This is an optimization exercise on Yosys and OpenROAD, whose aim is small area, not a production implementation. The RTL was checked by simulation tests, not by an equivalence proof against the original design. The clock port is modelled as an ideal driver, which makes a skipped or thinned clock tree look cheaper than it is; a real chip needs a root buffer or a tree. Power and IR drop assume default switching activity.

==> flow/design.v <==
`timescale 1ns / 1ps
module Top_UART(
    input wire i_clk,
    input wire i_reset,
    input wire i_rx,
    output wire o_tx,
    output wire [7:0] operando_A, operando_B
);
    reg [8:0] bcnt;
    wire tick = bcnt[0] & ~bcnt[2] & ~bcnt[5] & bcnt[6] & bcnt[7] & ~bcnt[8];
    always @(posedge i_clk)
        if (i_reset | tick) bcnt <= 9'd17;
        else                bcnt <= {~bcnt[7:0], bcnt[8] ^ bcnt[1]};
    reg        ridle;
    reg [3:0]  rt;
    reg [9:0]  rsn;
    wire rseg    = tick & (rt == 4'd15);
    wire rx_done = ~ridle & rseg & ~rsn[0] & i_rx;
    wire [7:0] rbyte = ~rsn[9:2];
    always @(posedge i_clk) begin
        if (i_reset)
            ridle <= 1'b1;
        else if (ridle) begin
            if (~i_rx) ridle <= 1'b0;
        end else if (rseg & ~rsn[0])
            ridle <= 1'b1;
    end
    always @(posedge i_clk) begin
        if (ridle) begin
            rt  <= 4'd8;
            rsn <= 10'b01_1111_1111;
        end else begin
            if (tick) rt <= rt + 4'd1;
            if (rseg) rsn <= {~i_rx, rsn[9:1]};
        end
    end
    reg [3:0] ts, tt;
    wire [3:0] s = ts;
    wire loada = rx_done & ~ts[2] & ~ts[1];
    wire loadb = rx_done & ts[1];
    wire load  = rx_done & ts[2];
    wire pre   = ~ts[3] & ts[2] & ts[1] & ~ts[0];
    wire tadv  = pre | (tick & (ts[3] | (ts[2] & ts[1])));
    wire tend  = (tt == 4'd15);
    always @(posedge i_clk) begin
        if (load)      tt <= 4'hE;
        else if (tadv) tt <= tt + 4'd1;
        if (i_reset)   ts <= 4'd0;
        else if (rx_done)     ts <= ts + 4'd2;
        else if (tadv & tend) ts <= ts + 4'd1;
    end
    wire tseg = tick & tend;
    reg [7:0] ra, rb;
    wire [7:0] rdat = ~(rsn[9:2] | {8{i_reset}});
    always @(posedge i_clk) begin
        if (i_reset | loada) ra <= rdat;
        if (i_reset | loadb) rb <= rdat;
    end
    assign operando_A = ra;
    assign operando_B = rb;
    wire [5:0] o = rbyte[5:0];
    wire valid = o[5] & ~o[4] & ~(o[3] & (o[2] | o[1])) & ~(~o[3] & ~o[2] & o[0]);
    reg [2:0] opc;
    reg cy;
    wire [2:0] bi = s[2:0];
    wire p2 = opc[2], p1 = opc[1], p0 = opc[0];
    wire shift = (~p2 & p1 & p0 & cy) | (p2 & ~p1 & ~cy);
    wire [3:0] bidx = {1'b0, bi} + (shift ? {1'b0, ra[2:0]} : 4'd0);
    wire ovf = bidx[3] | (|ra[7:3]);
    wire a = ra[bi];
    wire b = rb[bidx[2:0]];
    wire sub = ~p2 & ~p1 & p0;
    wire bx = b ^ sub;
    wire sum = a ^ bx ^ cy;
    wire mj = (a & bx) | (a & cy) | (bx & cy);
    wire upd = ~p2 & ~p1;
    always @(posedge i_clk) begin
        if (load) begin
            opc <= o[3:1] | {3{~valid}};
            cy  <= o[0] | (~o[2] & o[1]);
        end else if (tseg & upd & s[3])
            cy <= mj;
    end
    wire shb = ovf ? (cy & rb[7]) : b;
    wire rbit = p2 ? (p1 ? 1'b1 : (cy ? ~mj : shb)) : (p1 ? (p0 ? (cy ? shb : sum) : mj) : sum);
    reg txr;
    always @(posedge i_clk)
        if (i_reset) txr <= 1'b0;
        else         txr <= s[3] ? rbit : ~s[0];
    assign o_tx = txr;
endmodule
Settings: LEC_CHECK=0, CAP_MARGIN=20, CORE_MARGIN=2, CORE_UTILIZATION=40, GPL_TIMING_DRIVEN=0, SLEW_MARGIN=20; clock period 10.0 ns.
standard.sh (not shown) runs the stock make flow with config.mk's settings and CLKGATE_MAP_FILE= SYNTH_SCRIPT=/design/flow/synth_recipe.tcl, a recipe that flattens the netlist after the stock synthesis.
==> flow/flow/run.sh <==
#!/bin/bash
# The standard layout (standard.sh) with these changes:
#  - synthesis is the standard flow's own script, except that the one ABC call that maps
#    the logic is run with several area-oriented ABC scripts (flow/abc_*.abc)
#    and the smallest result is kept (flow/abc_override.tcl), and adders are
#    left to ABC instead of being mapped to full/half-adder cells first;
#    registers are mapped before ABC, as in the standard synthesis;
#  - port buffers are the smallest buffer (buf_1);
#  - after CTS, its tree is replaced by 4 clkbuf_8 driven straight from the
#    clock port, each driving one balanced cluster of flip-flops (flow/clock_tree.tcl).
set -euo pipefail
here=$(pwd)
export FLOW_DIR=$here
export FLOW_CLK_K=4
export FLOW_CLK_BUF=sky130_fd_sc_hd__clkbuf_8
export FLOW_ABC_SCRIPTS="$(ls $here/flow/abc_*.abc | tr '\n' ' ')"
{ head -n 1 synth_recipe.tcl; cat flow/abc_override.tcl; tail -n +2 synth_recipe.tcl; } > flow_synth.tcl
bash standard.sh \
  SYNTH_SCRIPT=$here/flow_synth.tcl \
  ADDER_MAP_FILE= \
  "BUFFER_PORTS_ARGS=-buffer_cell sky130_fd_sc_hd__buf_1" \
  "CTS_ARGS=-sink_clustering_enable -repair_clock_nets -dont_use_dummy_load -buf_list sky130_fd_sc_hd__clkbuf_8" \
  POST_CTS_TCL=$here/flow/clock_tree.tcl \
  finish > flow_standard.log 2>&1
Other scripts of this flow, unchanged in this note and not shown: flow/flow/abc_a2.abc, flow/flow/abc_b5.abc, flow/flow/abc_d1.abc, flow/flow/abc_d3.abc, flow/flow/abc_d4.abc, flow/flow/abc_d6.abc, flow/flow/abc_d7.abc, flow/flow/abc_e4.abc, flow/flow/abc_e7.abc, flow/flow/abc_g4.abc, flow/flow/abc_h1.abc, flow/flow/abc_h2.abc, flow/flow/abc_h4.abc, flow/flow/abc_i2.abc, flow/flow/abc_i3.abc, flow/flow/abc_override.tcl, flow/flow/clock_tree.tcl
The baseline produced a clean layout.
Then changed:
--- a/flow/design.v
+++ b/flow/design.v
@@ -32,34 +32,36 @@
         end else begin
             if (tick) rt <= rt + 4'd1;
             if (rseg) rsn <= {~i_rx, rsn[9:1]};
         end
     end
-    reg [3:0] ts, tt;
-    wire [3:0] s = ts;
-    wire loada = rx_done & ~ts[2] & ~ts[1];
-    wire loadb = rx_done & ts[1];
-    wire load  = rx_done & ts[2];
-    wire pre   = ~ts[3] & ts[2] & ts[1] & ~ts[0];
-    wire tadv  = pre | (tick & (ts[3] | (ts[2] & ts[1])));
-    wire tend  = (tt == 4'd15);
-    always @(posedge i_clk) begin
-        if (load)      tt <= 4'hE;
-        else if (tadv) tt <= tt + 4'd1;
-        if (i_reset)   ts <= 4'd0;
-        else if (rx_done)     ts <= ts + 4'd2;
-        else if (tadv & tend) ts <= ts + 4'd1;
-    end
-    wire tseg = tick & tend;
+    reg [1:0] ist;           
     reg [7:0] ra, rb;
+    always @(posedge i_clk)
+        if (i_reset)      ist <= 2'd0;
+        else if (rx_done) ist <= {ist[0], ~(ist[1] | ist[0])};
     wire [7:0] rdat = ~(rsn[9:2] | {8{i_reset}});
     always @(posedge i_clk) begin
-        if (i_reset | loada) ra <= rdat;
-        if (i_reset | loadb) rb <= rdat;
+        if (i_reset | (rx_done & (ist == 2'd0))) ra <= rdat;
+        if (i_reset | (rx_done & (ist == 2'd1))) rb <= rdat;
     end
     assign operando_A = ra;
     assign operando_B = rb;
+    wire load = rx_done & ist[1];
+    reg [7:0] tc;
+    wire [3:0] s = tc[7:4];
+    wire pre = ~s[3] & s[2] & ~s[0];
+    wire tadv = pre | (tick & (s[3] | s[2]));
+    wire tend = (tc[3:0] == 4'd15);
+    always @(posedge i_clk) begin
+        if (load)      tc[3:0] <= 4'hE;
+        else if (tadv) tc[3:0] <= tc[3:0] + 4'd1;
+        if (i_reset)   tc[7:4] <= 4'd0;
+        else if (load) tc[7:4] <= 4'd6;
+        else if (tadv & tend) tc[7:4] <= tc[7:4] + 4'd1;
+    end
+    wire tseg = tick & tend;
     wire [5:0] o = rbyte[5:0];
     wire valid = o[5] & ~o[4] & ~(o[3] & (o[2] | o[1])) & ~(~o[3] & ~o[2] & o[0]);
     reg [2:0] opc;
     reg cy;
     wire [2:0] bi = s[2:0];
Effect: The new run went through all stages and came out clean. Combinational power barely changes. Sequential power went up by about 3%. Worst hold slack degrades by 16 ps. Global-route usage went down by 1.6 points. Critical path depth is higher by 14. Wire length went down by about 5.4%. Design area rises by about 2.2%. Utilization went up by 0.39 points. Total power rises by about 2.7%.

==> re-timing with driven ports <==
In the flow no input, the clock included, has a driving cell. The finished layouts below were timed again as built, in two steps.
Step 1 (the two cells are an assumption about what drives the block):
set clk [get_ports {i_clk}]
set_driving_cell -lib_cell sky130_fd_sc_hd__clkbuf_16 $clk
set_driving_cell -lib_cell sky130_fd_sc_hd__buf_2 [delete_from_list [all_inputs] $clk]
Step 2 times the ports against the registers' clock, not the clock port: input delays grow and output delays shrink by t, the midpoint of the rising clock arrivals with the driver on.
Slacks: ideal / step 1 / step 2; pairs: ideal / step 1.
| run | t, ns | slack for setup (ns) | worst slew at a driven data input, ns | pins driven straight from the clock port |
|---|---|---|---|---|
| the first run | 0.194 | 6.265 / 6.289 / 6.095 | 0.03 | 4 |
| the second run | 0.195 | 6.420 / 6.420 / 6.257 | 0.03 | 4 |
After both steps setup and hold are still met in every run listed. For the first run, which loses most, drivers alone change the setup slack by +0.024 ns; drivers and shift together by -0.170 ns.
